Background: an optimization exercise with open tools, aiming at a short achievable clock period and few clock cycles. Do not read the settings as production practice. In this exercise RTL edits were held to simulation tests only and were not proved equivalent to the original. Power figures rest on the tool's default switching activity, not on a simulated workload.

==> job 4966: inputs <==
Design CPU, start of the top module:
module CPU(
    input clk,
    input rst,
    input      [31:0] inst,
    output     [31:0] inst_pc,
    input      [31:0] data_load,
    output     [31:0] data_store,
    output     [31:0] data_addr,
    output     [31:0] data_bweb,
    output            data_web
);
localparam OP_R     = 7'b0110011,
           OP_I     = 7'b0010011,
           OP_LD    = 7'b0000011,
           OP_ST    = 7'b0100011,
           OP_BR    = 7'b1100011,
           OP_JALR  = 7'b1100111,
           OP_JAL   = 7'b1101111,
           OP_LUI   = 7'b0110111,
           OP_AUIPC = 7'b0010111,
           OP_FLW   = 7'b0000111,
           OP_FSW   = 7'b0100111,
           OP_FP    = 7'b1010011,
           OP_SYS   = 7'b1110011;
localparam ALU_ADD  = 4'd0,
           ALU_SUB  = 4'd1,
           ALU_SLL  = 4'd2,
           ALU_SLT  = 4'd3,
           ALU_SLTU = 4'd4,
           ALU_XOR  = 4'd5,
           ALU_SRL  = 4'd6,
           ALU_SRA  = 4'd7,
           ALU_OR   = 4'd8,
           ALU_AND  = 4'd9;
reg  [31:0] pc_f;
reg  [31:0] r_ipc;          
reg         d_valid;
reg  [31:0] d_pc;
reg  [31:0] d_pred;         
reg         d_bhit;
reg  [1:0]  d_bctr;
reg  [31:0] d_ir;
reg         e_valid;
reg         e_wen;
reg  [5:0]  e_rd;
reg  [31:0] e_a, e_b, e_imm, e_pc, e_pred, e_pc4, e_tadd;
reg         e_tgt_ok, e_seq_ok;
reg         e_bhit;
reg  [1:0]  e_bctr;
reg         ea_m, ea_wa, ea_wl, ea_wh, ea_r, ea_pc;
reg         eb_m, eb_wa, eb_wl, eb_wh, eb_r, eb_i;
reg  [31:0] e_ma, e_mb, e_fa, e_fb;
reg         ma_m, ma_wa, ma_wl, ma_wh, ma_r;
reg         mb_m, mb_wa, mb_wl, mb_wh, mb_r;
reg         es_m, es_wa, es_wl, es_wh, es_r;
reg  [8:0]  e_os;           
reg         e_sub;
reg         e_rs_pc4, e_rs_csr;    
reg  [1:0]  e_csr;          
reg         e_csr_ok;
reg         e_ld, e_st, e_mul, e_fp, e_fsub;
reg  [2:0]  e_f3;           
reg  [1:0]  e_mulop;
reg         e_br, e_jal, e_jalr;
  ...
clock: 15.0 ns
lec_check: 0
cap_margin: 40
core_margin: 2
core_utilization: 40
setup_slack_margin: 5
slew_margin: 40
standard.sh (not shown) runs the stock make flow with config.mk's settings and CLKGATE_MAP_FILE= SYNTH_SCRIPT=/design/flow/synth_recipe.tcl, a recipe that flattens the netlist after the stock synthesis.
==> flow/flow/run.sh <==
#!/bin/bash
set -euo pipefail
MARGIN=$(cat flow/margin.txt)
bash standard.sh "SETUP_SLACK_MARGIN=${MARGIN}" \
    "BUFFER_PORTS_ARGS=-buffer_cell sky130_fd_sc_hd__buf_8" finish > orfs_make.log 2>&1
==> flow/flow/margin.txt <==
10.3
==> inputs of job 9691, as changes to job 4966 <==
--- a/flow/config.mk
+++ b/flow/config.mk
@@ -9,3 +9,3 @@
 export CORE_MARGIN = 2
-export CORE_UTILIZATION = 40
+export CORE_UTILIZATION = 30
 export SETUP_SLACK_MARGIN = 5
==> notes.md <==
Inverters: job 9691 726; job 4966 725
Number of nets at the end of the flow: job 9691 20,000; job 4966 20,000
Worst setup startpoint: job 9691 d_ir[21]$_DFFE_PN_; job 4966 d_ir[23]$_DFFE_PN_
Required @ worst endpoint: job 9691 16.00 ns; job 4966 15.98 ns
Area of the multi-input gates: job 9691 99,300 sq um; job 4966 99,100 sq um
Slew of the pin with the lowest slew margin: job 9691 1.21 ns; job 4966 1.17 ns
Total clock buffers created by CTS: job 9691 422; job 4966 424
Filler-free cell count of the finished design: job 9691 28,800; job 4966 26,400
Largest driver fanout on the critical path: job 9691 25; job 4966 19
Setup repair bufs after CTS: job 9691 132; job 4966 130
Number of vias in the routed layout: job 9691 191,000; job 4966 192,000
Non-clock buffer contribution to total cell area: job 9691 6.02%; job 4966 5.96%
Worst reg2reg path startpoint: job 9691 d_ir[21]$_DFFE_PN_; job 4966 d_ir[23]$_DFFE_PN_
Worst setup path endpoint: job 9691 e_mb[6]$_SDFF_PN0_; job 4966 e_mb[8]$_SDFF_PN0_
Number of resized instances in the post-cts repair step: job 9691 731; job 4966 680
Drt wl/cell: job 9691 39.4 um; job 4966 41.8 um
GRT Total Usage: job 9691 30.0%; job 4966 39.0%
Total power after layout: job 9691 31.2 mW; job 4966 31.3 mW
Status: job 9691 finished clean; job 4966 finished clean
Final worst path period need: job 9691 5.22 ns; job 4966 4.97 ns
Combinational power: job 9691 5.98 mW; job 4966 6.01 mW
Switching share of power: job 9691 31.4%; job 4966 31.4%
Initial standard-cell utilization of the core: job 9691 30.1%; job 4966 40.2%
Worst-case clock skew: job 9691 0.159 ns; job 4966 0.124 ns
Fill count: job 9691 68,300; job 4966 47,000
Testbench counts of job 4966, summed over its fixed seeds: cycles 204,331.
Testbench counts of job 9691, summed over its fixed seeds: cycles 204,331.

## port drivers added, routing unchanged
No port has a modelled driver above. Below, the same layouts with a new extraction and two added sets of constraints.
Step 1, drivers: a clkbuf_16 drives clk and a buf_2 each remaining input, both assumed.
Step 2 adds t to the input delays and takes it off the output delays; t is the mean of the earliest and latest rising clock arrival at the registers after step 1. Input paths then give back, and output paths get back, about the clock's delay inside the block.
Three values: ideal, step 1, step 2; two values: the first two.
| run | shift t [ns] | setup slack, ns | slew at the worst register clock pin (ns) | pins driven straight from the clock port |
|---|---|---|---|---|
| job 4966 | 1.177 | 10.034 / 9.904 / 9.133 | 0.08 / 0.08 | 1 |
| job 9691 | 1.226 | 9.777 / 9.777 / 9.247 | 0.07 / 0.07 | 1 |
After both steps every run listed still meets setup and hold. The setup slack of job 4966, which loses most, moves by -0.130 ns with the drivers and by -0.901 ns with both steps.
